What follows belongs to an exercise in optimizing a design on an open flow for small area; a production flow would make more cautious choices.
The RTL was checked by simulation tests, not by an equivalence proof against the original design.
Power is estimated from default activity; no workload was simulated.

==> design/flow/design.v <==
module dpram (
	clk,
	rst,
	in_a,
	addr_a,
	en_a,
	we_a,
	in_b,
	addr_b,
	en_b,
	we_b,
	out_a,
	out_b
);
	parameter integer ADDR_WIDTH = 11;
	parameter integer DATA_WIDTH = 16;
	input wire clk;
	input wire rst;
	input wire [DATA_WIDTH - 1:0] in_a;
	input wire [ADDR_WIDTH - 1:0] addr_a;
	input wire en_a;
	input wire we_a;
	input wire [DATA_WIDTH - 1:0] in_b;
	input wire [ADDR_WIDTH - 1:0] addr_b;
	input wire en_b;
	input wire we_b;
	output reg [DATA_WIDTH - 1:0] out_a;
	output reg [DATA_WIDTH - 1:0] out_b;
	reg [DATA_WIDTH - 1:0] RAM [0:(2 ** ADDR_WIDTH) - 1];
	integer i;
	always @(posedge clk)
		if (rst) begin
			for (i = 0; i < (2 ** ADDR_WIDTH); i = i + 1)
				RAM[i] <= 0;
		end
		else begin
			if (en_a && we_a)
				RAM[addr_a] <= in_a;
			if (en_b && we_b)
				RAM[addr_b] <= in_b;
		end
	always @(posedge clk) begin : portA
		if (en_a)
			out_a <= RAM[addr_a];
	end
	always @(posedge clk) begin : portB
		if (en_b)
			out_b <= RAM[addr_b];
	end
endmodule
module vacc (
	clk,
	ce,
	rst,
	acc_n,
	data_in,
	sync,
	trig,
	data_out,
	we,
	addr
);
	parameter integer VECTOR_WIDTH = 5;
	parameter integer INPUT_WIDTH = 36;
	parameter integer OUTPUT_WIDTH = 40;
	input wire clk;
	input wire ce;
	input wire rst;
	input wire [31:0] acc_n;
	input wire [INPUT_WIDTH - 1:0] data_in;
	input wire sync;
	input wire trig;
	output reg [OUTPUT_WIDTH - 1:0] data_out;
	output reg we;
	output reg [VECTOR_WIDTH - 1:0] addr;
	reg [2:0] state;
	reg [VECTOR_WIDTH - 1:0] data_addr;
	always @(posedge clk)
		if (rst)
			data_addr <= 0;
		else if (ce && (state != 3'd0))
			data_addr <= data_addr + 1;
		else
			data_addr <= data_addr;
	reg start;
	always @(*) start = data_addr == ((2 ** VECTOR_WIDTH) - 1);
	reg finish;
	always @(*) finish = addr == ((2 ** VECTOR_WIDTH) - 1);
	integer accumulations;
	always @(posedge clk)
		if (rst)
			state <= 3'd0;
		else if ((ce && (state == 3'd0)) && sync)
			state <= 3'd1;
		else if ((ce && (state == 3'd1)) && trig)
			state <= 3'd2;
		else if ((ce && (state == 3'd2)) && start)
			state <= 3'd3;
		else if ((ce && (state == 3'd3)) && (accumulations == acc_n))
			state <= 3'd4;
		else if ((ce && (state == 3'd4)) && finish)
			state <= 3'd1;
		else
			state <= state;
	reg [OUTPUT_WIDTH - 1:0] last_data_in;
	always @(posedge clk)
		if (rst)
			last_data_in <= 0;
		else if (ce && (state == 3'd3))
			last_data_in[INPUT_WIDTH - 1:0] <= data_in;
		else
			last_data_in <= 0;
	reg [VECTOR_WIDTH - 1:0] last_addr;
	always @(posedge clk)
		if (rst)
			last_addr <= 0;
		else if (ce && ((state == 3'd3) || (state == 3'd4)))
			last_addr <= data_addr;
		else
			last_addr <= last_addr;
	reg [OUTPUT_WIDTH - 1:0] in_a;
	reg [OUTPUT_WIDTH - 1:0] in_b;
	wire [OUTPUT_WIDTH - 1:0] out_a;
	wire [OUTPUT_WIDTH - 1:0] out_b;
	reg [VECTOR_WIDTH - 1:0] addr_a;
	reg [VECTOR_WIDTH - 1:0] addr_b;
	reg we_a;
	reg we_b;
	dpram #(
		.ADDR_WIDTH(VECTOR_WIDTH),
		.DATA_WIDTH(OUTPUT_WIDTH)
	) mem(
		.clk(clk),
		.rst(rst),
		.en_a(ce),
		.en_b(ce),
		.we_a(we_a),
		.we_b(we_b),
		.addr_a(addr_a),
		.addr_b(addr_b),
		.in_a(in_a),
		.in_b(in_b),
		.out_a(out_a),
		.out_b(out_b)
	);
	reg [OUTPUT_WIDTH - 1:0] acc;
	always @(posedge clk)
		if (rst)
			acc <= 0;
		else if (ce && (state == 3'd3))
			acc <= out_a + last_data_in;
		else
			acc <= 0;
	reg [VECTOR_WIDTH - 1:0] acc_addr;
	always @(posedge clk)
		if (rst)
			acc_addr <= 0;
		else if (ce && ((state == 3'd3) || (state == 3'd4)))
			acc_addr <= last_addr;
		else
			acc_addr <= acc_addr;
	reg [VECTOR_WIDTH - 1:0] out_addr;
	always @(posedge clk)
		if (rst)
			out_addr <= 0;
		else if (ce && ((state == 3'd3) || (state == 3'd4)))
			out_addr <= acc_addr;
		else
			out_addr <= out_addr;
	always @(posedge clk)
		if (rst)
			accumulations <= 0;
		else if ((ce && (state == 3'd3)) && (acc_addr == ((2 ** VECTOR_WIDTH) - 1)))
			accumulations <= accumulations + 1;
		else if (ce && (state == 3'd4))
			accumulations <= 0;
		else
			accumulations <= accumulations;
	always @(*)
		if (ce && (state == 3'd3)) begin
			in_a = 0;
			we_a = 0;
			addr_a = data_addr;
		end
		else if (ce && (state == 3'd4)) begin
			in_a = 0;
			we_a = 1;
			addr_a = out_addr;
		end
		else begin
			in_a = 0;
			we_a = 0;
			addr_a = 0;
		end
	always @(*)
		if (ce && (state == 3'd3)) begin
			in_b = acc;
			we_b = 1;
			addr_b = acc_addr;
		end
		else if (ce && (state == 3'd4)) begin
			in_b = 0;
			we_b = 0;
			addr_b = out_addr;
		end
		else begin
			in_b = 0;
			we_b = 0;
			addr_b = 0;
		end
	always @(*)
		if ((ce && (state == 3'd4)) && we)
			data_out = out_b;
		else
			data_out = 0;
	always @(posedge clk)
		if (rst)
			addr <= 0;
		else if (ce && (state == 3'd4))
			addr <= out_addr;
		else
			addr <= 0;
	always @(posedge clk)
		if (rst)
			we <= 0;
		else if ((ce && (state == 3'd4)) && !finish)
			we <= 1;
		else
			we <= 0;
endmodule
==> design/flow/run.sh <==
#!/bin/bash
# synth_recipe.tcl (not shown) runs the flow's synth.tcl, then flattens the netlist and writes it again
# the make line also repeats each setting of config.mk as NAME=value (left out here)
make -C /OpenROAD-flow-scripts/flow DESIGN_CONFIG=/design/flow/config.mk WORK_HOME=/design/flow/orfs CLKGATE_MAP_FILE= SYNTH_SCRIPT=/design/flow/synth_recipe.tcl finish
==> design/flow/config.mk <==
export PLATFORM = sky130hd
export DESIGN_NAME = vacc
export DESIGN_NICKNAME = vacc
export VERILOG_FILES = /design/flow/design.v
export SDC_FILE = /design/flow/constraint.sdc
export NUM_CORES = 4
export LEC_CHECK = 0
export CAP_MARGIN = 20
export CORE_MARGIN = 2
export CORE_UTILIZATION = 40
export SLEW_MARGIN = 20
==> design/flow/constraint.sdc <==
create_clock -name core_clock -period 8.0 [get_ports {clk}]
set_input_delay 1.6000 -clock core_clock [delete_from_list [all_inputs] [get_ports {clk}]]
set_output_delay 1.6000 -clock core_clock [all_outputs]
set_load 0.01 [all_outputs]
==> metrics.md, run 1 <==
| Metric | Value |
|---|---|
| Status | `timing/DRC/antenna clean` |
| Worst Hold Class | `reg2reg` |
| Drt first-iter violations | `11900` |
| Post-synthesis mux area share | `less than 1%` |
| Crit path launch | `state[2]` |
| Die height | `about 440 um` |
| Post-Syn Area per Cell | `9.03 um^2` |
| First-pass GRT wire length | `approximately 460 mm` |
| Largest net degree at the start of global routing | `164` |
| RePlAce Congestion | `around 0.9` |
| Synth cell types | `62` |
| Max-cap check violation count | `0` |
| H-tree levels | `4` |
| Worst-case vdd ir drop | `163 uV` |
| Setup-failing EPs final | `0` |
| Post-CTS Setup Bufs | `0` |
| Clock group share of total power | `44.9%` |
| Syn nets | `8651` |
| Top cell type's share of synthesized area | `53.0%` |
| Main area contributors after synthesis | `edfxtp_1, nand2_1, nor2_1` |
| Setup TNS | `0 ns` |
| CTS Buf Count | `roughly 160` |
| Sw frac | `between 20% and 30%` |
| Critical path endpoint category | `output port` |
| Critical Path End | `data_out[31]` |
| Starting Density | `approximately 40%` |
| Async SR Flop Fraction | `0%` |
| Clock sink total | `approximately 1500` |
| GRT Total Usage | `32.5%` |
| Reg-to-reg setup timing slack | `2.98 ns` |
| Number of buffers added on ports | `approximately 120` |
| Req. time, crit path | `6.40 ns` |
| Worst r2r dst | `mem.out_b[20]` |
| First-pass iteration count of the detailed router | `9` |
| CP Class | `reg2out` |
| Finished Core Util | `44.9%` |
| Critical R2R Launch | `state[2]` |
| Most common cell in the netlist | `nand2_1` |
| Crit-path max cell delay | `between 0.6 and 0.7 ns` |
| Xor and xnor fraction of the mapped netlist area | `0.716%` |
| Worst-skew pair later-pin latency | `roughly 0.84 ns` |
| Slowest cell on crit path | `nor3b_2` |
| Fin crit share | `69.5%` |
| Tmin final | `5.56 ns` |
| Psw | `roughly 0.0041 W` |
| Clock skew | `0.0379 ns` |
| DRT Wirelength | `330 mm` |
| P per Cell Area | `205 nW/um^2` |
| FP Rows | `161` |
| Slew headroom | `16.1%` |
| Synth-to-layout area growth | `11.9%` |
| CP Max Fanout | `31` |
| Post-synthesis compound-gate area fraction | `12.2%` |
| Static Leak | `29.1 nW` |
| Worst-path clk slew | `0.06 ns` |
| Via density | `6.47` |
| Layout fillers | `17900` |
| TritonCTS clock tree | `built` |
| WP data arrival | `3.96 ns` |
| Clk root buf | `clkbuf_16` |
| Mapped Cells | `8538` |
| Post-CTS sizing | `0` |
| Layout cells sized above 1 | `6.75%` |
| Worst hold stages | `2` |
| Via count | `just over 70000` |
| Die area | `196000 um^2` |
| Post-synthesis sequential area ratio | `a little under three fifths` |
| Die X | `443 um` |
| Post-synth EDFFs | `~1400` |
| # DRC | `0` |
| Flops & latches, synth | `between 1000 and 1500` |
| Initial antenna violation count | `18` |
| P_int | `0.0136 W` |
| Max frequency | `~180 MHz` |
| Worst Max-Slew Pin Slew | `roughly 1.3 ns` |
| CP Buf/Inv Count | `2` |
| Fin. Hold Viols | `0` |
| Comb power frac | `around 4%` |
| Adder-Cell Fraction of Synth Area | `less than 1%` |
| CP top delay family | `simple AND/OR/NAND/NOR gates` |
| Unrepaired setup endpoints after global routing | `false` |
| Stages on worst setup path | `5` |
| Hold-fix buffer count after cts | `0` |
| DP Wirelength | `about 170 mm` |
| Top cell type by total area after synthesis | `edfxtp_1` |
| Total grt overflow | `0` |
| Number of global-route vias before repair | `65500` |
| Net count, final | `8312` |
| Slew Limit Fails | `0` |
| Synth warn | `2` |
| Flop pwr share | `51.1%` |
| Largest family of logic cells by synthesized area | `simple AND/OR/NAND/NOR gates` |
| CP cell instances | `nor3b_2 > and3_2 > buf_4 > and2_1 > clkdlybuf4s50_1` |
| Main flop type after synthesis | `edfxtp_1` |
| Simple-gate share of the synthesized area | `25.2%` |
| Io pins | `about 120` |
| Syn Std Cell Area | `between 70000 and 80000 um^2` |
| DRT antenna net count | `0` |
| Post-synth top cells | `nand2_1, nor2_1, edfxtp_1` |
| CP Launch Type | `flop` |
| CORE AREA | `192000 um^2` |
| Clock buffer depth | `3` |
| Reg2reg path depth | `10` |
| Detailed-route wire length per cell | `30.3 um` |
==> kinds of logic (layout without fill, tap and decap cells) <==
group                    Yosys count  count (layout)
buffers and inverters            814             616
other                              0              24
multiplexers                      31              31
adder cells (fa/ha/maj)           40              40
AO/OA/AOI/OAI                   1474            1474
flip-flops                      1497            1497
XOR/XNOR                          63              63
AND/OR/NAND/NOR                 4619            4619
==> cells in the final DEF, fill, tap and decap left out, types with 31 or more instances in the layout <==
master           count
a2111oi_0          161
a211oi_1           167
a21oi_1            697
a311oi_1           161
a31oi_1            169
and2_1             258
and3_1             174
buf_12              31
buf_4              135
clkbuf_1            42
clkbuf_16          167
clkdlybuf4s50_1    116
dfxtp_1            137
edfxtp_1          1360
ha_1                39
nand2_1           2315
nand2_2             39
nand2_4             39
nand2b_4            33
nand3_1             33
nor2_1            1381
nor4_1             246
o21ai_0             44
xor2_1              39
==> power by group through the flow <==
stage / logic [W] / registers, W / clock network (W)
after global routing: 0.000736 / 0.00906 / 0.00822
final: 0.000708 / 0.00903 / 0.00793
after detailed placement: 0.000675 / 0.00918 / 0
after floorplan: 0.000347 / 0.00913 / 0
after global placement: 0.000664 / 0.00917 / 0
after CTS: 0.000678 / 0.00902 / 0.00792
==> flip-flops by register name, summed over array words and instances, names as in the netlist <==
signal and flops:
acc 40, acc_addr 5, accumulations 32, addr 5, data_addr 5, last_addr 5
last_data_in 36, mem.RAM 1280, mem.out_a 40, mem.out_b 40, out_addr 5, state 3
we 1
==> routing by layer <==
layer / part of all wire (%) / vias to the layer above / routed length, um / global-route usage, %
li1: - / 29200 / - / -
met1: 36 / 33800 / 119000 / 43.0
met5: 0.016 / - / 53 / 0
met2: 42 / 6222 / 140000 / 47.3
met3: 15 / 1268 / 49200 / 8.93
met4: 6.6 / 8 / 21700 / 19.7
==> final cells by class <==
type,count,area [um^2],share of cell area (%)
clock buffers,228,4590,5.32
flip-flops and latches,1497,43600,50.5
repair buffers,287,2900,3.37
multi-input cells,6227,31000,35.9
well taps,2526,3160,3.66
clock inverters,79,927,1.07
diodes,24,60.1,0.0696
inverters,22,82.6,0.0957
==> worst min-delay path by stage <==
stage	from	end
4_1_cts	last_addr[0]	acc_addr[0]
6_report	last_addr[0]	acc_addr[0]
3_5_place_dp	last_addr[0]	acc_addr[0]
2_1_floorplan	out_addr[4]	addr[4]
3_3_place_gp	last_addr[3]	acc_addr[3]
5_1_grt	last_addr[0]	last_addr[0]
==> tightest hold or removal path: stages (launching register included) <==
cell	delay [ns]
dfxtp_1	0.32
mux2i_1	0.06
nor2_1	0.07
==> stage by stage <==
| step | total power, W | std cells | setup slack, ns | cell area (um^2) | hold WS, ns |
|---|---|---|---|---|---|
| after floorplan | 0.00947 | 8538 | 3.55 | 77100 | 0.443 |
| after global placement | 0.00983 | 10600 | 2.35 | 80500 | 0.469 |
| after detailed placement | 0.00986 | 10600 | 2.29 | 80500 | 0.483 |
| after CTS | 0.0176 | 10900 | 2.39 | 86000 | 0.497 |
| after global routing | 0.0180 | 10900 | 2.32 | 86200 | 0.521 |
| final | 0.0177 | 10900 | 2.44 | 86300 | 0.494 |
==> inputs of run 2 (changes only) <==
==> design/flow/design.v (replaced) <==
module vacc (
	clk,
	ce,
	rst,
	acc_n,
	data_in,
	sync,
	trig,
	data_out,
	we,
	addr
);
	parameter integer VECTOR_WIDTH = 5;
	parameter integer INPUT_WIDTH = 36;
	parameter integer OUTPUT_WIDTH = 40;
	localparam integer N = 2 ** VECTOR_WIDTH;
	localparam integer W = OUTPUT_WIDTH;
	input wire clk;
	input wire ce;
	input wire rst;
	input wire [31:0] acc_n;
	input wire [INPUT_WIDTH - 1:0] data_in;
	input wire sync;
	input wire trig;
	output reg [OUTPUT_WIDTH - 1:0] data_out;
	output reg we;
	output reg [VECTOR_WIDTH - 1:0] addr;
	localparam [2:0] S_WAIT_SYNC = 3'd0;
	localparam [2:0] S_WAIT_TRIG = 3'd1;
	localparam [2:0] S_WAIT_START = 3'd2;
	localparam [2:0] S_ACC = 3'd3;
	localparam [2:0] S_DRAIN = 3'd4;
	reg [2:0] state;
	reg [VECTOR_WIDTH - 1:0] data_addr;
	reg [VECTOR_WIDTH - 1:0] last_addr;
	reg [VECTOR_WIDTH - 1:0] acc_addr;
	reg [VECTOR_WIDTH - 1:0] out_addr;
	reg [31:0] accumulations;
	reg [INPUT_WIDTH - 1:0] last_data_in;
	wire in_acc = state == S_ACC;
	wire in_drain = state == S_DRAIN;
	wire start = data_addr == (N - 1);
	wire finish = addr == (N - 1);
	wire acc_done = accumulations == acc_n;
	always @(posedge clk)
		if (rst)
			data_addr <= 0;
		else if (ce && (state != S_WAIT_SYNC))
			data_addr <= data_addr + 1'b1;
	always @(posedge clk)
		if (rst)
			state <= S_WAIT_SYNC;
		else if (ce)
			case (state)
				S_WAIT_SYNC: if (sync) state <= S_WAIT_TRIG;
				S_WAIT_TRIG: if (trig) state <= S_WAIT_START;
				S_WAIT_START: if (start) state <= S_ACC;
				S_ACC: if (acc_done) state <= S_DRAIN;
				S_DRAIN: if (finish) state <= S_WAIT_TRIG;
				default: state <= state;
			endcase
	always @(posedge clk)
		if (rst) begin
			last_addr <= 0;
			acc_addr <= 0;
			out_addr <= 0;
		end
		else if (ce && (in_acc || in_drain)) begin
			last_addr <= data_addr;
			acc_addr <= last_addr;
			out_addr <= acc_addr;
		end
	always @(posedge clk)
		if (rst)
			accumulations <= 0;
		else if (ce && in_acc && (acc_addr == (N - 1)))
			accumulations <= accumulations + 1;
		else if (ce && in_drain)
			accumulations <= 0;
	always @(posedge clk)
		if (rst || !(ce && in_acc))
			last_data_in <= 0;
		else
			last_data_in <= data_in;
	always @(posedge clk)
		if (rst || !(ce && in_drain))
			addr <= 0;
		else
			addr <= out_addr;
	always @(posedge clk)
		if (rst)
			we <= 0;
		else
			we <= ce && in_drain && !finish;
	reg acc_zero;
	always @(posedge clk)
		acc_zero <= rst || !(ce && in_acc);
	reg [N * W - 1:0] ring;
	reg [N - 1:0] zero;
	wire add_now = in_acc && !acc_done;
	wire [W - 1:0] word31 = zero[N - 1] ? {W {1'b0}} : ring[(N - 1) * W +: W];
	wire [W - 1:0] sum = word31 + {{(W - INPUT_WIDTH) {1'b0}}, last_data_in};
	wire [VECTOR_WIDTH - 1:0] zaddr = in_acc ? acc_addr : out_addr;
	wire [VECTOR_WIDTH - 1:0] zpos = zaddr + ~data_addr;
	wire in_place = acc_addr == (data_addr - 2'd2);
	wire zwrite = in_drain || (in_acc && (acc_zero || !in_place));
	integer k;
	always @(posedge clk)
		if (ce) begin
			ring[(N - 2) * W - 1:0] <= ring[(N - 1) * W - 1:W];
			ring[(N - 2) * W +: W] <= add_now ? sum : ring[(N - 1) * W +: W];
			ring[(N - 1) * W +: W] <= ring[0 +: W];
		end
	always @(posedge clk)
		if (rst)
			zero <= {N {1'b1}};
		else if (ce) begin
			for (k = 0; k < N; k = k + 1)
				zero[k] <= zero[(k + 1) % N] || (zwrite && (zpos == k));
			if (add_now)
				zero[N - 2] <= 1'b0;
		end
	wire [VECTOR_WIDTH - 1:0] rpos = out_addr - data_addr;
	reg rd_sel;
	reg rd_zero;
	always @(posedge clk)
		if (ce) begin
			rd_sel <= rpos == 5'd1;
			rd_zero <= (rpos == 5'd1) ? zero[1] : ((rpos == 5'd29) ? zero[29] : 1'b1);
		end
	always @(*)
		if (ce && in_drain && we && !rd_zero)
			data_out = rd_sel ? ring[0 +: W] : ring[(N - 4) * W +: W];
		else
			data_out = 0;
endmodule
--- a/design/flow/config.mk
+++ b/design/flow/config.mk
@@ -8,4 +8,5 @@
 export CAP_MARGIN = 20
 export CORE_MARGIN = 2
 export CORE_UTILIZATION = 40
+export CTS_BUF_LIST = sky130_fd_sc_hd__clkbuf_4
 export SLEW_MARGIN = 20
==> run 2 against run 1 <==
Critical path depth rose by 1. Synthesized cell count fell by 72%. Area after synthesis fell by 38%. Final cell count fell by 57%. Maximum frequency fell by 0.24%. Clock skew rose by 0.083 ns. Die area fell by 38%. Wire length fell by 75%. Still clean on timing, DRC and antenna. Global-route usage fell by 19 points. Sequential cell count fell by 85. Largest power group unchanged. Non-clock buffer count fell by 149. Via count fell by 68%.
==> metrics.md, run 2 <==
| Metric | Value |
|---|---|
| Finished Layout Cells | `4653` |
| Tot Pwr | `0.0149 W` |
| Post-synthesis sequential area ratio | `86.2%` |
| Io pins | `119` |
| Die area | `between 100000 and 150000 um^2` |
| Detailed-route wire length per cell | `17.8 um` |
| Worst Max-Slew Pin Slew | `1.09 ns` |
| Layout fillers | `approximately 9900` |
| Worst-case vdd ir drop | `108 uV` |
| Fin crit share | `69.7%` |
| Post-CTS Setup Bufs | `0` |
| Async SR Flop Fraction | `0%` |
| Total grt overflow | `0` |
| Synth warn | `1` |
| Via count | `22500` |
| Syn Std Cell Area | `~48000 um^2` |
| Largest net degree at the start of global routing | `203` |
| FP Rows | `~130` |
| GRT Total Usage | `13.5%` |
| Syn nets | `between 2000 and 3000` |
| First-pass GRT wire length | `128 mm` |
| Inst Count DP | `4036` |
| # DRC | `0` |
| Post-synth top cells | `edfxtp_1, nor2_1, dfxtp_1` |
| Worst-path clk slew | `0.07 ns` |
| Post-Syn Area per Cell | `19.7 um^2` |
| CP Launch Type | `primary input` |
| Fin. Hold Viols | `0` |
| Tmin final | `around 5.6 ns` |
| Critical R2R Launch | `zero[31]` |
| Number of global-route vias before repair | `23100` |
| Max FFs per register | `~1300` |
| Critical path endpoint category | `output port` |
| Post-Route M1 WL | `41.1 mm` |
| Reg2reg path depth | `12` |
| Biggest regs | `ring x1280, last_data_in x36` |
| Static Leak | `19.2 nW` |
| Setup-failing EPs final | `0` |
| Multi-input logic area | `about 6300 um^2` |
| CORE AREA | `118000 um^2` |
| Setup TNS | `0 ns` |
| Main flop type after synthesis | `edfxtp_1` |
| Max frequency | `between 150 and 200 MHz` |
| Clock sink total | `1412` |
| Most common cell after layout, fill and taps aside | `edfxtp_1` |
| Initial antenna violation count | `6` |
| Die height | `349 um` |
| Worst Hold Class | `reg2reg` |
| Max-cap check violation count | `0` |
| Post-CTS sizing | `0` |
| DRT antenna net count | `0` |
| Most common cell in the netlist | `edfxtp_1` |
| Mapped Cells | `2426` |
| Highest routed layer | `met4` |
| WP data arrival | `3.97 ns` |
| Drt first-iter violations | `2104` |
| Hold-fix buffer count after cts | `0` |
| Met2 routed WL | `35.8 mm` |
| Synth cell types | `65` |
| Layout cells sized above 1 | `20.1%` |
| Flops & latches, synth | `1412` |
| Req. time, crit path | `6.40 ns` |
| First-pass iteration count of the detailed router | `7` |
| TritonCTS clock tree | `built` |
| DRT Wirelength | `82.8 mm` |
| Net count, final | `between 2000 and 3000` |
| Final Cell Area | `~55000 um^2` |
| Clk root buf | `clkbuf_4` |
| DP Wirelength | `45.1 mm` |
| RePlAce Congestion | `0.828` |
| CTS Buf Count | `360` |
| Synth-to-layout area growth | `15.6%` |
| Via density | `4.84` |
| Sequential Area | `41100 um^2` |
| Starting Density | `40.4%` |
| Unrepaired setup endpoints after global routing | `false` |
| Clock buffer depth | `4` |
| Slew Limit Fails | `0` |
| Worst-skew pair later-pin latency | `1.16 ns` |
| Top cell type's share of synthesized area | `80.7%` |
| Post-synth EDFFs | `around 1300` |
| Worst hold stages | `0` |
| Hold Crit Start | `ring[128]` |
| Number of buffers added on ports | `118` |
| Reg-to-reg setup timing slack | `3.73 ns` |
| Reg with most FFs | `ring` |
| CP Max Fanout | `89` |
| Worst hold endpoint | `ring[88]` |
| H-tree levels | `5` |
| CP Class | `in2out` |
| Top cell type by total area after synthesis | `edfxtp_1` |
| Cell Area, Placed | `50700 um^2` |
| Commonest cells after routing, fill and taps aside | `edfxtp_1, clkbuf_4, nor2_1, dfxtp_1, clkdlybuf4s50_1` |
| Slew headroom | `27.2%` |
| P per Cell Area | `270 nW/um^2` |
| Main area contributors after synthesis | `edfxtp_1, dfxtp_1, ha_1` |
| Clock skew | `0.121 ns` |
| Die X | `349 um` |
| WL met3 | `around 4.4 mm` |
| Worst r2r dst | `ring[1220]` |
| Status | `timing/DRC/antenna clean` |
run 2: cell types whose count changed in the layout (fill, tap and decap cells not counted), sizes merged, moves of 165 or more:
cell and change:
a211oi -165, clkbuf +297, and2 -218, nor2 -1250, nor4 -240, nand2 -2298
a21oi -609
run 2: worst max-delay path: stages:
cell and delay (ns):
buf_8 0.49, and3_1 0.49, nand3b_1 0.27, buf_4 0.33, nor2_1 0.16, clkdlybuf4s50_1 0.56
run 2: layout make-up:
cell class              instances  share of cell area (%)
diodes                          1                 0.00454
clock buffers                 525                    7.15
clock inverters                91                   0.781
inverters                      24                   0.163
multi-input cells             926                    11.3
flip-flops and latches       1412                    74.6
well taps                    1536                    3.49
repair buffers                138                    2.48
run 2: report_power, final:
part	internal, W	leakage [nW]	switching, W	total, W
logic	0.000144	3.01	0.000309	0.000453
registers	0.00849	13.6	0.000145	0.00864
clock network	0.00306	2.62	0.00275	0.00581
total	0.0117	19.2	0.00320	0.0149
run 2: worst max-delay path by stage:
stage               from            to  depth (start not counted)
finish                ce  data_out[29]                          6
global route          ce  data_out[16]                          6
CTS                   ce  data_out[19]                          6
detailed placement    ce  data_out[19]                          6
global placement      ce  data_out[35]                          6
floorplan             ce   data_out[0]                          6
run 2: through the flow:
stage               hold WS [ns]  setup WS [ns]  utilization, %
detailed placement         0.405           2.40            43.0
finish                     0.343           2.43            46.7
floorplan                  0.400           3.74               -
global placement           0.400           2.48            43.0
global route               0.322           2.27            46.7
CTS                        0.326           2.41            46.7
run 2: cells by family after synthesis:
family          share of synthesized area (%)
mux                                      1.77
simple gates                             4.81
fa+ha+maj                                1.41
buf+inv                                 0.727
compound gates                           3.53
xor+xnor                                 1.54
flops                                    86.2
run 2: layer usage:
metal | vias to the layer above | global-route usage, %
met5 | - | 0
met4 | 0 | 5.58
met3 | 133 | 3.77
met2 | 670 | 18.9
met1 | 11400 | 19.8
li1 | 10400 | -
==> inputs of run 3 (changes only) <==
--- a/design/flow/config.mk
+++ b/design/flow/config.mk
@@ -8,5 +8,4 @@
 export CAP_MARGIN = 20
 export CORE_MARGIN = 2
 export CORE_UTILIZATION = 40
-export CTS_BUF_LIST = sky130_fd_sc_hd__clkbuf_4
 export SLEW_MARGIN = 20
==> run 3 against run 2 <==
Register-to-register slack better by 0.15 ns. Design area up 0.25%. Sequential share of layout area down 0.19 points. Sequential cell count unchanged. Clock skew down 0.093 ns. Highest routed layer unchanged. Still clean. Critical path depth unchanged.
==> metrics.md, run 3 <==
| Metric | Value |
|---|---|
| Static Leak | `18.8 nW` |
| Die height | `between 300 and 400 um` |
| Via count | `21200` |
| Reg2reg path depth | `12` |
| Slew headroom | `27.0%` |
| Max frequency | `about 180 MHz` |
| Die X | `between 300 and 400 um` |
| Xor and xnor fraction of the mapped netlist area | `1.54%` |
| Top cell type by total area after synthesis | `edfxtp_1` |
| Hold Crit Start | `ring[803]` |
| Post-synthesis mux area share | `under 10%` |
| Post-synthesis compound-gate area fraction | `3.53%` |
| WP data arrival | `3.95 ns` |
| Worst-skew pair later-pin latency | `0.72 ns` |
| Hold-fix buffer count after cts | `0` |
| Simple-gate share of the synthesized area | `4.81%` |
| CP Class | `in2out` |
| Layout cells sized above 1 | `10.3%` |
| Syn nets | `2551` |
| Worst Max-Slew Pin Slew | `1.10 ns` |
| Clk root buf | `clkbuf_16` |
| DP Wirelength | `45.1 mm` |
| FP Rows | `126` |
| Die area | `122000 um^2` |
| Syn Std Cell Area | `47700 um^2` |
| Post-Syn Area per Cell | `approximately 20 um^2` |
| DRT Wirelength | `approximately 80 mm` |
| Worst Hold Class | `reg2reg` |
| Max FFs per register | `1280` |
| CTS Buf Count | `140` |
| Multi-input logic area | `between 6000 and 7000 um^2` |
| Number of global-route vias before repair | `21000` |
| Req. time, crit path | `6.40 ns` |
| Commonest cells after routing, fill and taps aside | `edfxtp_1, clkbuf_16, nor2_1, dfxtp_1, clkdlybuf4s50_1` |
| Adder-Cell Fraction of Synth Area | `~1.4%` |
| Reg-to-reg setup timing slack | `3.88 ns` |
| TritonCTS clock tree | `built` |
| Async SR Flop Fraction | `0%` |
| Post-CTS sizing | `0` |
| ANT cells | `0` |
| Fin. Hold Viols | `0` |
| Top cell type's share of synthesized area | `80.7%` |
| Largest net degree at the start of global routing | `a little over 200` |
| Worst hold endpoint | `ring[763]` |
| Most common cell in the netlist | `edfxtp_1` |
| Worst-case vdd ir drop | `184 uV` |
| Via density | `4.95` |
| Clock skew | `between 0.02 and 0.03 ns` |
| Fin crit share | `approximately 69%` |
| Setup-failing EPs final | `0` |
| Post-Place Setup Slack | `2.40 ns` |
| P per Cell Area | `279 nW/um^2` |
| Biggest regs | `ring x1280, last_data_in x36` |
| H-tree levels | `4` |
| Status | `timing/DRC/antenna clean` |
| Post-synth EDFFs | `1282` |
| Setup TNS | `0 ns` |
| Slew Limit Fails | `0` |
| Clock buffer depth | `3` |
| Total grt overflow | `0` |
| Post-synthesis sequential area ratio | `roughly 86%` |
| Net count, final | `2767` |
| Post-CTS Setup Bufs | `0` |
| Tmin final | `about 5.6 ns` |
| Worst hold stages | `0` |
| # DRC | `0` |
| Post-synth top cells | `edfxtp_1, nor2_1, dfxtp_1` |
| Sequential Area | `41100 um^2` |
| RePlAce Congestion | `0.828` |
| Worst-path clk slew | `around 0.060 ns` |
| Most common cell after layout, fill and taps aside | `edfxtp_1` |
| Worst r2r dst | `ring[1224]` |
| GRT Total Usage | `a little over an eighth` |
| Clock sink total | `1412` |
| Main flop type after synthesis | `edfxtp_1` |
| Initial antenna violation count | `4` |
| Setup WS post-layout | `about 2.4 ns` |
| Number of buffers added on ports | `118` |
| Io pins | `119` |
| Synth cell types | `65` |
| Mapped Cells | `2426` |
| CP Launch Type | `primary input` |
| Detailed-route wire length per cell | `approximately 19 um` |
| First-pass GRT wire length | `123 mm` |
| Reg with most FFs | `ring` |
| CP Max Fanout | `89` |
| Starting Density | `40.4%` |
| Drt first-iter violations | `1980` |
| DRT antenna net count | `0` |
| CORE AREA | `approximately 120000 um^2` |
| Critical path endpoint category | `output port` |
| Synth-to-layout area growth | `15.9%` |
| Layout fillers | `9655` |
| Main area contributors after synthesis | `edfxtp_1, dfxtp_1, ha_1` |
| Largest family of logic cells by synthesized area | `simple AND/OR/NAND/NOR gates` |
| Critical R2R Launch | `zero[31]` |
| Unrepaired setup endpoints after global routing | `false` |
| Max-cap check violation count | `0` |
| First-pass iteration count of the detailed router | `6` |
| Synth warn | `1` |
| Flops & latches, synth | `1412` |
## run 3: area by class of cell
cell class	instances	share of cell area, %
Inverter	24	0.163
Clock buffer	178	6.81
Multi-Input combinational cell	926	11.3
Tap cell	1536	3.48
Sequential cell	1412	74.4
Clock inverter	79	1.36
Timing Repair Buffer	138	2.48
## run 3: per-stage QoR
stage | power, W | hold slack (ns) | cells | util, % | area (um^2)
after CTS | 0.0157 | 0.397 | 4293 | 46.8 | 55200
after global routing | 0.0160 | 0.399 | 4293 | 46.8 | 55200
after detailed placement | 0.00924 | 0.405 | 4036 | 43.0 | 50700
after floorplan | 0.00892 | 0.400 | 2426 | - | 47700
after global placement | 0.00922 | 0.400 | 4036 | 43.0 | 50700
final | 0.0154 | 0.392 | 4293 | 46.8 | 55200
## run 3: worst max path at each step
stage	start	end	depth (start not counted)
2_1_floorplan	ce	data_out[0]	6
3_3_place_gp	ce	data_out[35]	6
3_5_place_dp	ce	data_out[19]	6
4_1_cts	ce	data_out[19]	6
5_1_grt	ce	data_out[16]	6
6_report	ce	data_out[18]	6
## run 3: power breakdown
group	internal (W)	switching [W]
registers	0.00849	0.000144
logic	0.000144	0.000307
clock network	0.00366	0.00269
## run 3: kinds of logic after synthesis
logic type,after synthesis
AOI/OAI and AO/OA,254
buffers and inverters,88
xor gates and xnor gates,84
muxes,80
and+or+nand+nor,456
adders and majority gates,52
DFF,1412
## run 3: routing by layer
metal | GRT usage, % | routed length, um | up-vias
li1 | - | - | 9722
met1 | 19.8 | 39600 | 10800
met2 | 18.5 | 34500 | 566
met3 | 2.57 | 3780 | 143
met4 | 4.71 | 1960 | 0
met5 | 0 | 0 | -
## run 3: worst max-delay path, stage by stage
cell,delay (ns)
buf_8,0.49
and3_1,0.51
nand3b_1,0.25
buf_4,0.32
nor2_1,0.17
clkdlybuf4s50_1,0.55
==> inputs of run 4 (changes only) <==
--- a/design/flow/config.mk
+++ b/design/flow/config.mk
@@ -8,4 +8,6 @@
 export CAP_MARGIN = 20
 export CORE_MARGIN = 2
 export CORE_UTILIZATION = 40
+export CTS_BUF_LIST = sky130_fd_sc_hd__clkbuf_8
+export CTS_CLUSTER_SIZE = 30
 export SLEW_MARGIN = 20
==> run 4 against run 3 <==
Still clean. Core utilization fell by 0.36 points. Design area down 0.77%. Via count is 1.4% higher. Wire length rose by 1.7%. Total power decreased by 5.1%. Clock power fell by 13%. Register-to-register slack worse by 0.04 ns. Combinational power increased by 0.9%. Sequential cell count stayed put. Critical endpoint unchanged. Largest cell class unchanged. Largest power group unchanged.
==> metrics.md, run 4 <==
| Metric | Value |
|---|---|
| Status | `timing/DRC/antenna clean` |
| Sw frac | `between 20% and 30%` |
| Biggest regs | `ring x1280, last_data_in x36` |
| RePlAce Congestion | `~0.83` |
| # DRC | `0` |
| Highest routed layer | `met4` |
| Number of global-route vias before repair | `approximately 22000` |
| Flops & latches, synth | `1412` |
| DRT Wirelength | `81.2 mm` |
| Die X | `349 um` |
| WP data arrival | `3.98 ns` |
| Final Cell Area | `about 55000 um^2` |
| GRT Total Usage | `between 10% and 20%` |
| Synth cell types | `between 60 and 70` |
| Via density | `4.86` |
| CORE AREA | `118000 um^2` |
| Reg2reg path depth | `12` |
| Synth-to-layout area growth | `15.0%` |
| Main flop type after synthesis | `edfxtp_1` |
| Critical path endpoint category | `output port` |
| Slew Limit Fails | `0` |
| Commonest cells after routing, fill and taps aside | `edfxtp_1, clkbuf_8, nor2_1, dfxtp_1, clkdlybuf4s50_1` |
| Net count, final | `around 2800` |
| Worst hold endpoint | `ring[716]` |
| Worst-skew pair later-pin latency | `0.85 ns` |
| Worst r2r dst | `ring[1224]` |
| Most common cell in the netlist | `edfxtp_1` |
| P per Cell Area | `267 nW/um^2` |
| Tmin final | `5.58 ns` |
| Post-synth top cells | `edfxtp_1, nor2_1, dfxtp_1` |
| Clock skew | `0.0383 ns` |
| Main area contributors after synthesis | `edfxtp_1, dfxtp_1, ha_1` |
| Io pins | `119` |
| FP Rows | `about 130` |
| CP Class | `in2out` |
| Total grt overflow | `0` |
| Via count | `between 20000 and 25000` |
| Max-cap check violation count | `0` |
| Top cell type's share of synthesized area | `80.7%` |
| Detailed-route wire length per cell | `between 15 and 20 um` |
| Slowest cell on crit path | `clkdlybuf4s50_1` |
| Finished Layout Cells | `around 4400` |
| Syn nets | `2551` |
| Worst-case vdd ir drop | `147 uV` |
| Clock group share of total power | `37.9%` |
| Max FFs per register | `1280` |
| CP Launch Type | `primary input` |
| CP Max Fanout | `89` |
| Psw | `0.00316 W` |
| Clk root buf | `clkbuf_8` |
| Fin. Hold Viols | `0` |
| First-pass GRT wire length | `125 mm` |
| Synth warn | `1` |
| Slew headroom | `between 30% and 40%` |
| Starting Density | `40.4%` |
| Async SR Flop Fraction | `0%` |
| CTS Buf Count | `210` |
| WL met3 | `3.93 mm` |
| Flop pwr share | `59.0%` |
| Syn Std Cell Area | `47700 um^2` |
| Initial antenna violation count | `6` |
| Fin crit share | `between 60% and 70%` |
| Number of buffers added on ports | `~120` |
| Clock buffer depth | `3` |
| Worst Max-Slew Pin Slew | `between 1 and 1.5 ns` |
| Post-synth EDFFs | `1282` |
| Worst hold stages | `0` |
| DP Wirelength | `approximately 45 mm` |
| CP Buf/Inv Count | `3` |
| First-pass iteration count of the detailed router | `5` |
| Drt first-iter violations | `1938` |
| Max frequency | `approximately 180 MHz` |
| Met2 routed WL | `34.9 mm` |
| Hold Crit Start | `ring[756]` |
| Mapped Cells | `2426` |
| Worst-path clk slew | `0.06 ns` |
| Critical R2R Launch | `zero[31]` |
| Reg-to-reg setup timing slack | `about 3.8 ns` |
| Post-synthesis sequential area ratio | `86.2%` |
| Post-CTS sizing | `0` |
| TritonCTS clock tree | `built` |
| P_int | `between 0.01 and 0.015 W` |
| Post-CTS Setup Bufs | `0` |
| Comb power frac | `roughly 3.1%` |
| Inst Count DP | `4036` |
| Most common cell after layout, fill and taps aside | `edfxtp_1` |
| Post-Syn Area per Cell | `19.7 um^2` |
| Unrepaired setup endpoints after global routing | `false` |
| Die height | `349 um` |
| Cell Area, Placed | `50700 um^2` |
| DRT antenna net count | `0` |
| Top cell type by total area after synthesis | `edfxtp_1` |
| Setup TNS | `0 ns` |
| Crit-path max cell delay | `0.55 ns` |
| Hold-fix buffer count after cts | `0` |
| CP top delay family | `buffers and inverters` |
| Post-Route M1 WL | `40.5 mm` |
| Worst Hold Class | `reg2reg` |
| CP cell instances | `buf_8 > and3_1 > nand3b_1 > buf_4 > nor2_1 > clkdlybuf4s50_1` |
| Req. time, crit path | `6.40 ns` |
| Layout cells sized above 1 | `about an eighth` |
| Static Leak | `19.0 nW` |
| H-tree levels | `4` |
| Clock sink total | `between 1000 and 1500` |
| Reg with most FFs | `ring` |
| Die area | `roughly 120000 um^2` |
| Largest net degree at the start of global routing | `roughly 200` |
| Setup-failing EPs final | `0` |
==> run 4: kinds of logic after synthesis <==
| logic type | count (synthesis) | share of synthesized area (%) |
|---|---|---|
| compound gates | 254 | 3.53 |
| mux | 80 | 1.77 |
| simple gates | 456 | 4.81 |
| xor+xnor | 84 | 1.54 |
| buf+inv | 88 | 0.727 |
| flops | 1412 | 86.2 |
| fa+ha+maj | 52 | 1.41 |
==> run 4: cell type report <==
type / count / area (um^2)
diodes: 1 / 2.50
clock buffers: 221 / 3040
clock inverters: 172 / 1010
fillers: 9767 / 63300
inverters: 24 / 90.1
multi-input cells: 926 / 6250
flip-flops and latches: 1412 / 41100
well taps: 1536 / 1920
repair buffers: 139 / 1400
==> run 4: worst reg2reg max path, delay by kind of cell, from the launching register on <==
family / cells / cell delay (ns)
fa+ha+maj: 1 / 0.40
flops: 1 / 0.48
mux: 1 / 0.27
simple gates: 3 / 0.45
buf+inv: 1 / 0.47
xor+xnor: 1 / 0.10
compound gates: 5 / 1.77
==> run 4: worst max-delay path by stage <==
stage | start | to | cells past startpoint
6_report | ce | data_out[18] | 6
5_1_grt | ce | data_out[16] | 6
4_1_cts | ce | data_out[19] | 6
3_5_place_dp | ce | data_out[19] | 6
3_3_place_gp | ce | data_out[35] | 6
2_1_floorplan | ce | data_out[0] | 6
==> run 4: power groups by stage <==
stage               Sequential, W  Combinational (W)  Clock [W]
floorplan                 0.00871           0.000211          0
global placement          0.00878           0.000445          0
detailed placement        0.00878           0.000463          0
CTS                       0.00864           0.000463    0.00579
global route              0.00867           0.000501    0.00610
finish                    0.00864           0.000455    0.00555
==> run 4: metrics by stage <==
stage / util (%) / power, W / worst slack [ns] / hold slack (ns)
2_1_floorplan: - / 0.00892 / 3.74 / 0.400
3_3_place_gp: 43.0 / 0.00922 / 2.48 / 0.400
3_5_place_dp: 43.0 / 0.00924 / 2.40 / 0.405
4_1_cts: 46.4 / 0.0149 / 2.39 / 0.375
5_1_grt: 46.4 / 0.0153 / 2.25 / 0.394
6_report: 46.4 / 0.0146 / 2.42 / 0.393
==> run 4: routing by layer <==
layer  GRT usage (%)  vias to the layer above
li1                -                     9918
met1            19.9                    10900
met2            18.7                      561
met3            3.07                      132
met4            5.07                        0
met5               0                        -
==> inputs of run 5 (changes only) <==
--- a/design/flow/design.v
+++ b/design/flow/design.v
@@ -78,10 +78,7 @@
 		else if (ce && in_drain)
 			accumulations <= 0;
 	always @(posedge clk)
-		if (rst || !(ce && in_acc))
-			last_data_in <= 0;
-		else
-			last_data_in <= data_in;
+		last_data_in <= data_in;
 	always @(posedge clk)
 		if (rst || !(ce && in_drain))
 			addr <= 0;
@@ -92,18 +89,19 @@
 			we <= 0;
 		else
 			we <= ce && in_drain && !finish;
-	reg acc_zero;
+	reg acc_valid;
 	always @(posedge clk)
-		acc_zero <= rst || !(ce && in_acc);
+		acc_valid <= !rst && ce && in_acc;
 	reg [N * W - 1:0] ring;
 	reg [N - 1:0] zero;
-	wire add_now = in_acc && !acc_done;
+	wire add_now = in_acc && !acc_done && acc_valid;
+	wire keep_now = in_acc && !acc_done && !acc_valid;
 	wire [W - 1:0] word31 = zero[N - 1] ? {W {1'b0}} : ring[(N - 1) * W +: W];
 	wire [W - 1:0] sum = word31 + {{(W - INPUT_WIDTH) {1'b0}}, last_data_in};
 	wire [VECTOR_WIDTH - 1:0] zaddr = in_acc ? acc_addr : out_addr;
 	wire [VECTOR_WIDTH - 1:0] zpos = zaddr + ~data_addr;
 	wire in_place = acc_addr == (data_addr - 2'd2);
-	wire zwrite = in_drain || (in_acc && (acc_zero || !in_place));
+	wire zwrite = in_drain || (in_acc && (!acc_valid || !in_place));
 	integer k;
 	always @(posedge clk)
 		if (ce) begin
@@ -116,9 +114,14 @@
 			zero <= {N {1'b1}};
 		else if (ce) begin
 			for (k = 0; k < N; k = k + 1)
-				zero[k] <= zero[(k + 1) % N] || (zwrite && (zpos == k));
+				if ((k >= N - 4) || (k <= 1))
+					zero[k] <= zero[(k + 1) % N] || (zwrite && (zpos == k));
+				else
+					zero[k] <= zero[(k + 1) % N];
 			if (add_now)
 				zero[N - 2] <= 1'b0;
+			else if (keep_now)
+				zero[N - 2] <= zero[N - 1];
 		end
 	wire [VECTOR_WIDTH - 1:0] rpos = out_addr - data_addr;
 	reg rd_sel;
--- a/design/flow/config.mk
+++ b/design/flow/config.mk
@@ -8,6 +8,7 @@
 export CAP_MARGIN = 20
 export CORE_MARGIN = 2
 export CORE_UTILIZATION = 40
-export CTS_BUF_LIST = sky130_fd_sc_hd__clkbuf_8
+export CTS_BUF_LIST = sky130_fd_sc_hd__clkbuf_16
+export CTS_CLUSTER_DIAMETER = 100
 export CTS_CLUSTER_SIZE = 30
 export SLEW_MARGIN = 20
==> run 5 against run 4 <==
Register-to-register slack worse by 0.13 ns. Synthesized cell count is 0.99% lower. Sequential power hardly changed. Area after synthesis is 0.47% lower. Core utilization is 2.2 points lower. Critical endpoint is now data_out[13].
==> metrics.md, run 5 <==
| Metric | Value |
|---|---|
| Synth cell types | `69` |
| GRT Total Usage | `12.2%` |
| Async SR Flop Fraction | `0%` |
| DRT Wirelength | `75.8 mm` |
| Die height | `348 um` |
| Synth warn | `1` |
| Reg2reg path depth | `11` |
| Clock buffer depth | `3` |
| Layout cells sized above 1 | `4.50%` |
| Top cell type by total area after synthesis | `edfxtp_1` |
| WP data arrival | `3.92 ns` |
| Tmin final | `5.52 ns` |
| Worst-path clk slew | `around 0.11 ns` |
| Initial antenna violation count | `3` |
| TritonCTS clock tree | `built` |
| Max frequency | `181 MHz` |
| Layout fillers | `9986` |
| Main area contributors after synthesis | `edfxtp_1, dfxtp_1, ha_1` |
| Post-CTS sizing | `0` |
| Syn Std Cell Area | `between 40000 and 50000 um^2` |
| Worst-skew pair later-pin latency | `0.67 ns` |
| Mapped Cells | `2402` |
| Slew headroom | `28.5%` |
| First-pass iteration count of the detailed router | `5` |
| Net count, final | `2658` |
| Die area | `approximately 120000 um^2` |
| Main flop type after synthesis | `edfxtp_1` |
| Post-CTS Setup Bufs | `0` |
| RePlAce Congestion | `approximately 0.89` |
| Post-synth EDFFs | `1282` |
| Worst-case vdd ir drop | `163 uV` |
| Worst Hold Class | `reg2reg` |
| Fin crit share | `about 69%` |
| Worst hold stages | `0` |
| Post-Place Setup Slack | `~2.5 ns` |
| Clock skew | `between 0.015 and 0.02 ns` |
| Worst r2r dst | `ring[1239]` |
| Critical path endpoint category | `output port` |
| Number of global-route vias before repair | `a little under 20000` |
| Static Leak | `approximately 18 nW` |
| Commonest cells after routing, fill and taps aside | `edfxtp_1, dfxtp_1, nor2_1, clkdlybuf4s50_1, nand2_1` |
| Most common cell after layout, fill and taps aside | `edfxtp_1` |
| Detailed-route wire length per cell | `18.4 um` |
| Crit path launch | `ce` |
| ANT cells | `0` |
| CTS Buf Count | `54` |
| Max-cap check violation count | `0` |
| Highest routed layer | `met5` |
| Starting Density | `40.2%` |
| # DRC | `0` |
| CP Launch Type | `primary input` |
| CORE AREA | `118000 um^2` |
| Die X | `348 um` |
| Post-synthesis sequential area ratio | `86.6%` |
| Largest net degree at the start of global routing | `211` |
| Crit-path max cell delay | `0.55 ns` |
| Req. time, crit path | `6.40 ns` |
| WL met3 | `3.22 mm` |
| Flops & latches, synth | `~1400` |
| Met2 routed WL | `~33 mm` |
| Via density | `4.94` |
| Clock sink total | `1412` |
| Setup-failing EPs final | `0` |
| Via count | `20300` |
| Number of buffers added on ports | `118` |
| H-tree levels | `2` |
| Unrepaired setup endpoints after global routing | `false` |
| Synth-to-layout area growth | `10.0%` |
| Biggest regs | `ring x1280, last_data_in x36` |
| CP Max Fanout | `147` |
| P per Cell Area | `about 240 nW/um^2` |
| Syn nets | `2527` |
| Slowest cell on crit path | `clkdlybuf4s50_1` |
| Max FFs per register | `1280` |
| Clk root buf | `clkbuf_16` |
| CP Class | `in2out` |
| Fin. Hold Viols | `0` |
| Most common cell in the netlist | `edfxtp_1` |
| DRT antenna net count | `0` |
| Setup TNS | `0 ns` |
| Total grt overflow | `0` |
| FP Rows | `~130` |
| Slew Limit Fails | `0` |
| Post-Syn Area per Cell | `just under 20 um^2` |
| Io pins | `119` |
| DP Wirelength | `43.5 mm` |
| Hold-fix buffer count after cts | `0` |
| Worst Max-Slew Pin Slew | `1.07 ns` |
| Post-Route M1 WL | `38.4 mm` |
| Setup WS post-layout | `2.48 ns` |
| Drt first-iter violations | `~2100` |
| Status | `timing/DRC/antenna clean` |
| Critical R2R Launch | `zero[31]` |
| Hold Crit Start | `ring[443]` |
| First-pass GRT wire length | `117 mm` |
| Reg with most FFs | `ring` |
| Reg-to-reg setup timing slack | `3.71 ns` |
| Post-synth top cells | `edfxtp_1, dfxtp_1, nor2_1` |
| Top cell type's share of synthesized area | `81.1%` |
| Worst hold endpoint | `ring[403]` |
| CP cell instances | `buf_12 > and3_1 > nand3b_1 > buf_4 > nor2_1 > clkdlybuf4s50_1` |
## run 5: changes by cell type after synthesis, moves of 13 or more
cell | previous run | this run
mux2_2 | 34 | 11
o21a_1 | 40 | 9
nor2b_1 | 44 | 68
xnor2_1 | 67 | 54
and2_1 | 42 | 5
o21ai_0 | 24 | 58
## run 5: metal layers
layer | global-route usage [%] | up-vias
met4 | 2.89 | 2
met5 | 0 | -
li1 | - | 9428
met2 | 18.0 | 387
met3 | 1.95 | 86
met1 | 19.0 | 10400
## run 5: kinds of logic after synthesis
family / after synthesis / share of synthesized area, %
XOR/XNOR: 76 / 1.40
AND/OR/NAND/NOR: 423 / 4.52
multiplexers: 68 / 1.47
AO/OA/AOI/OAI: 277 / 3.80
buffers and inverters: 94 / 0.778
flip-flops: 1412 / 86.6
adder cells (fa/ha/maj): 52 / 1.42
## run 5: worst max-delay path by stage
| stage | to | cells after the start |
|---|---|---|
| 4_1_cts | data_out[13] | 6 |
| 6_report | data_out[13] | 6 |
| 5_1_grt | data_out[16] | 6 |
| 3_5_place_dp | data_out[13] | 6 |
| 2_1_floorplan | data_out[0] | 5 |
| 3_3_place_gp | data_out[13] | 6 |
## run 5: metrics by stage
| stage | hold WS (ns) | total power (W) | utilization, % | instances | cell area, um^2 |
|---|---|---|---|---|---|
| finish | 0.413 | 0.0123 | 44.3 | 4115 | 52200 |
| global route | 0.425 | 0.0128 | 44.3 | 4115 | 52200 |
| CTS | 0.420 | 0.0125 | 44.2 | 4114 | 52200 |
| detailed placement | 0.405 | 0.00911 | 42.8 | 4012 | 50500 |
| global placement | 0.401 | 0.00910 | 42.8 | 4012 | 50500 |
| floorplan | 0.400 | 0.00883 | - | 2402 | 47500 |
## run 5: worst max-delay path, delay by kind of cell
family        cells  cell delay (ns)
simple gates      3             0.83
buf+inv           3             1.33
## run 5: layout make-up
class | count | area (um^2) | area share, %
Inverter | 33 | 124 | 0.237
Tap cell | 1536 | 1920 | 3.68
Sequential cell | 1412 | 41100 | 78.7
Multi-Input combinational cell | 896 | 6000 | 11.5
Timing Repair Buffer | 136 | 1390 | 2.66
Clock inverter | 44 | 219 | 0.419
Clock buffer | 58 | 1450 | 2.78
## run 5: report_power, final
part / switching (W) / internal [W]
Sequential: 0.000141 / 0.00847
Combinational: 0.000226 / 0.000103
Clock: 0.00205 / 0.00134
==> inputs of run 6 (changes only) <==
--- a/design/flow/design.v
+++ b/design/flow/design.v
@@ -70,11 +70,19 @@
 			acc_addr <= last_addr;
 			out_addr <= acc_addr;
 		end
+	wire [32:0] acc_carry;
+	assign acc_carry[0] = 1'b1;
+	genvar gi;
+	generate
+		for (gi = 0; gi < 32; gi = gi + 1) begin : inc
+			assign acc_carry[gi + 1] = acc_carry[gi] & accumulations[gi];
+		end
+	endgenerate
 	always @(posedge clk)
 		if (rst)
 			accumulations <= 0;
 		else if (ce && in_acc && (acc_addr == (N - 1)))
-			accumulations <= accumulations + 1;
+			accumulations <= accumulations ^ acc_carry[31:0];
 		else if (ce && in_drain)
 			accumulations <= 0;
 	always @(posedge clk)
@@ -97,7 +105,9 @@
 	wire add_now = in_acc && !acc_done && acc_valid;
 	wire keep_now = in_acc && !acc_done && !acc_valid;
 	wire [W - 1:0] word31 = zero[N - 1] ? {W {1'b0}} : ring[(N - 1) * W +: W];
-	wire [W - 1:0] sum = word31 + {{(W - INPUT_WIDTH) {1'b0}}, last_data_in};
+	wire [W - 1:0] addend = {{(W - INPUT_WIDTH) {1'b0}}, last_data_in};
+	wire [W - 1:0] sum;
+	vacc_add #(.W(W), .K(5)) adder (.a(word31), .b(addend), .s(sum));
 	wire [VECTOR_WIDTH - 1:0] zaddr = in_acc ? acc_addr : out_addr;
 	wire [VECTOR_WIDTH - 1:0] zpos = zaddr + ~data_addr;
 	wire in_place = acc_addr == (data_addr - 2'd2);
@@ -137,3 +147,46 @@
 		else
 			data_out = 0;
 endmodule
+module vacc_add (
+	a,
+	b,
+	s
+);
+	parameter integer W = 40;
+	parameter integer K = 5;
+	localparam integer NG = (W + K - 1) / K;
+	input wire [W - 1:0] a;
+	input wire [W - 1:0] b;
+	output wire [W - 1:0] s;
+	wire [W - 1:0] g = a & b;
+	wire [W - 1:0] p = a ^ b;
+	wire [W:0] c;
+	wire [NG:0] gc;
+	wire [NG - 1:0] gg;
+	wire [NG - 1:0] gp;
+	assign gc[0] = 1'b0;
+	genvar j, i;
+	generate
+		for (j = 0; j < NG; j = j + 1) begin : grp
+			localparam integer LO = j * K;
+			localparam integer HI = ((LO + K) < W ? (LO + K) : W) - 1;
+			wire [HI - LO + 1:0] gs;
+			wire [HI - LO + 1:0] ps;
+			assign gs[0] = 1'b0;
+			assign ps[0] = 1'b1;
+			for (i = LO; i <= HI; i = i + 1) begin : bt
+				assign gs[i - LO + 1] = g[i] | (p[i] & gs[i - LO]);
+				assign ps[i - LO + 1] = p[i] & ps[i - LO];
+				if (i > LO) begin : rip
+					assign c[i] = g[i - 1] | (p[i - 1] & c[i - 1]);
+				end
+			end
+			assign gg[j] = gs[HI - LO + 1];
+			assign gp[j] = ps[HI - LO + 1];
+			assign c[LO] = gc[j];
+			assign gc[j + 1] = gg[j] | (gp[j] & gc[j]);
+		end
+	endgenerate
+	assign c[W] = gc[NG];
+	assign s = p ^ c[W - 1:0];
+endmodule
==> run 6 against run 5 <==
Area after synthesis shrank 1.4%. Worst setup slack got worse by 0.98 ns. Sequential share of layout area grew 1.0 points.
==> metrics.md, run 6 <==
| Metric | Value |
|---|---|
| Status | `timing/DRC/antenna clean` |
| Post-synth top cells | `edfxtp_1, dfxtp_1, nand2_1` |
| Setup-failing EPs final | `0` |
| Clock buffer depth | `3` |
| CP dominant cell by count | `fa_1` |
| First-pass iteration count of the detailed router | `7` |
| Syn nets | `around 2400` |
| Synth warn | `1` |
| CP Class | `reg2reg` |
| Max-cap check violation count | `0` |
| TritonCTS clock tree | `built` |
| Fin crit share | `81.2%` |
| Post-synth EDFFs | `1282` |
| Gr busiest metal | `met1` |
| CP Launch Type | `flop` |
| Post-CTS sizing | `0` |
| Synth-to-layout area growth | `10.2%` |
| Slew headroom | `about a quarter` |
| Io pins | `119` |
| Worst-case vdd ir drop | `181 uV` |
| Max frequency | `154 MHz` |
| Worst-path clk slew | `0.11 ns` |
| Cell Area, Placed | `approximately 50000 um^2` |
| Via count | `around 19000` |
| GRT Total Usage | `11.3%` |
| Die area | `120000 um^2` |
| Die height | `~350 um` |
| WP data arrival | `6.92 ns` |
| Worst Hold Class | `reg2reg` |
| CP Max Fanout | `4` |
| Met1 GRT Util | `around 18%` |
| Tmin final | `6.50 ns` |
| Worst Max-Slew Pin Slew | `1.11 ns` |
| Post-Syn Area per Cell | `21.5 um^2` |
| DP Wirelength | `38.6 mm` |
| Clk root buf | `clkbuf_16` |
| Detailed-route wire length per cell | `approximately 18 um` |
| Top cell type's share of synthesized area | `just over 80%` |
| Unrepaired setup endpoints after global routing | `false` |
| Die X | `346 um` |
| Slowest cell on crit path | `fa_1` |
| Hold-fix buffer count after cts | `0` |
| CTS Buf Count | `55` |
| Req. time, crit path | `about 8.4 ns` |
| Number of global-route vias before repair | `18200` |
| Hold Slack | `0.410 ns` |
| RePlAce Congestion | `0.744` |
| Initial antenna violation count | `2` |
| Drt first-iter violations | `1801` |
| Post-synthesis sequential area ratio | `87.9%` |
| Setup TNS | `0 ns` |
| Main area contributors after synthesis | `edfxtp_1, dfxtp_1, ha_1` |
| Crit-path max cell delay | `0.47 ns` |
| CORE AREA | `116000 um^2` |
| Final Cell Area | `approximately 52000 um^2` |
| Slew Limit Fails | `0` |
| Met3 Usage GRT | `approximately 2%` |
| Clock sink total | `1412` |
| Most common cell in the netlist | `edfxtp_1` |
| Mapped Cells | `between 2000 and 2500` |
| Post-CTS Setup Bufs | `0` |
| Number of buffers added on ports | `118` |
| Layout fillers | `9755` |
| Net count, final | `2503` |
| Biggest regs | `ring x1280, last_data_in x36` |
| Grt met2 use | `between 15 and 20%` |
| Critical path endpoint category | `flop` |
| First-pass GRT wire length | `roughly 110 mm` |
| P per Cell Area | `~240 nW/um^2` |
| CP cell instances | `nor2b_1 > ha_1 > fa_1 > fa_1 > fa_1 > fa_1 > a21o_1 > a21oi_1 > o21ai_0 > and3_1 > or2_2 > a211o_1 > fa_1 > fa_1 > fa_1 > fa_1 > mux2_2` |
| Worst-skew pair later-pin latency | `between 0.6 and 0.7 ns` |
| Tot Pwr | `0.0123 W` |
| Layout cells sized above 1 | `under 10%` |
| Clock skew | `about 0.036 ns` |
| Commonest cells after routing, fill and taps aside | `edfxtp_1, dfxtp_1, clkdlybuf4s50_1, nand2_1, a21oi_1` |
| Async SR Flop Fraction | `0%` |
| Reg with most FFs | `ring` |
| Via density | `4.78` |
| # DRC | `0` |
| Starting Density | `roughly 40%` |
| H-tree levels | `2` |
| Most common cell after layout, fill and taps aside | `edfxtp_1` |
| Top cell type by total area after synthesis | `edfxtp_1` |
| Main flop type after synthesis | `edfxtp_1` |
| DRT Wirelength | `slightly below 70 mm` |
| Static Leak | `about 18 nW` |
| Largest net degree at the start of global routing | `200` |
| Total grt overflow | `0` |
| DRT antenna net count | `0` |
| Max FFs per register | `~1300` |
| Fin. Hold Viols | `0` |
| Syn Std Cell Area | `46800 um^2` |
| Synth cell types | `50` |
| Flops & latches, synth | `between 1000 and 1500` |
| FP Rows | `125` |
==> run 6: changes by cell type after synthesis, moves of 16 or more <==
cell | before | now
ha_1 | 49 | 76
xor2_1 | 22 | 6
mux2_2 | 11 | 33
a211o_1 | 27 | 2
o21ai_0 | 58 | 13
nor2b_1 | 68 | 43
nand3_1 | 37 | 59
fa_1 | 3 | 31
nor2_1 | 120 | 67
clkbuf_1 | 55 | 33
inv_1 | 33 | 16
==> run 6: routing by layer <==
layer	vias to the layer above	wire length, um
met1	9626	34800
met3	86	2770
met2	326	30000
met4	0	1530
li1	8573	-
met5	-	0
==> run 6: cell families after synthesis <==
family                     Yosys count  synth area share (%)
DFF                               1412                  87.9
buffers and inverters               67                 0.605
adders and majority gates          107                  3.36
and+or+nand+nor                    315                  3.29
xor gates and xnor gates            54                  1.07
muxes                              105                  2.38
AOI/OAI and AO/OA                  117                  1.44
==> run 6: per-stage QoR <==
step | instances | setup slack (ns) | util (%)
floorplan | 2177 | 1.98 | -
global placement | 3789 | 1.51 | 43.0
detailed placement | 3790 | 1.44 | 43.0
CTS | 3894 | 1.41 | 44.4
global route | 3894 | 1.24 | 44.4
finish | 3895 | 1.50 | 44.4
==> run 6: final cells by class <==
class                   instances  area (um^2)  share of cell area, %
clock buffers                  55         1380                   2.67
diodes                          1         2.50                0.00485
repair buffers                139         1410                   2.73
flip-flops and latches       1412        41100                   79.7
clock inverters                49          277                  0.536
multi-input cells             698         5410                   10.5
well taps                    1524         1910                   3.70
inverters                      17         63.8                  0.124
==> run 6: critical path, delay by kind of cell, from the launching register on <==
family                   cells  cell delay [ns]
AO/OA/AOI/OAI                4             1.01
adder cells (fa/ha/maj)      9             3.66
flip-flops                   1             0.40
multiplexers                 1             0.27
AND/OR/NAND/NOR              3             0.90
==> run 6: where the power goes <==
| group | total, W | internal, W | switching (W) |
|---|---|---|---|
| registers | 0.00860 | 0.00847 | 0.000134 |
| clock network | 0.00339 | 0.00130 | 0.00209 |
| logic | 0.000285 | 0.0000886 | 0.000197 |
==> run 6: path summary, 6_finish.rpt <==
check	slack, ns	cells after the start	to	from
max reg2reg	1.50	17	ring[1233]	ring[1240]
max	1.50	17	ring[1233]	ring[1240]
min	0.41	0	ring[629]	ring[669]
min reg2reg	0.41	0	ring[629]	ring[669]

-- re-timing with driven ports --
No port has a modelled driver above. Below, the same layouts with a new extraction and two added sets of constraints.
Step 1, drivers: a clkbuf_16 drives clk and a buf_2 each remaining input, both assumed.
Step 2, shift: input delay + t, output delay - t, t = (earliest + latest rising clock arrival at the registers) / 2. This alone moves slack from input paths to output paths.
a / b / c = no drivers / after step 1 / after step 2; a / b = the first two.
run	t (ns)	setup WS [ns]	worst hold slack (ns)	worst setup path at the end	worst register clock-pin slew, ns
run 1	0.915	2.439 / 2.350 / 2.123	0.494 / 0.494 / 0.494	input to register	0.07 / 0.07
run 2	1.155	2.426 / 2.367 / 2.367	0.343 / 0.343 / 0.343	input to output	0.08 / 0.08
run 3	0.784	2.448 / 2.387 / 2.387	0.392 / 0.392 / 0.392	input to output	0.06 / 0.06
run 4	0.893	2.419 / 2.360 / 2.360	0.393 / 0.393 / 0.393	input to output	0.07 / 0.07
run 5	0.729	2.482 / 2.419 / 2.419	0.413 / 0.413 / 0.413	input to output	0.11 / 0.11
run 6	0.722	1.501 / 1.501 / 1.501	0.410 / 0.410 / 0.410	register to register	0.12 / 0.12
After both steps setup and hold are still met in every run listed. For run 1, which loses most, drivers alone change the setup slack by -0.089 ns; drivers and shift together by -0.316 ns.
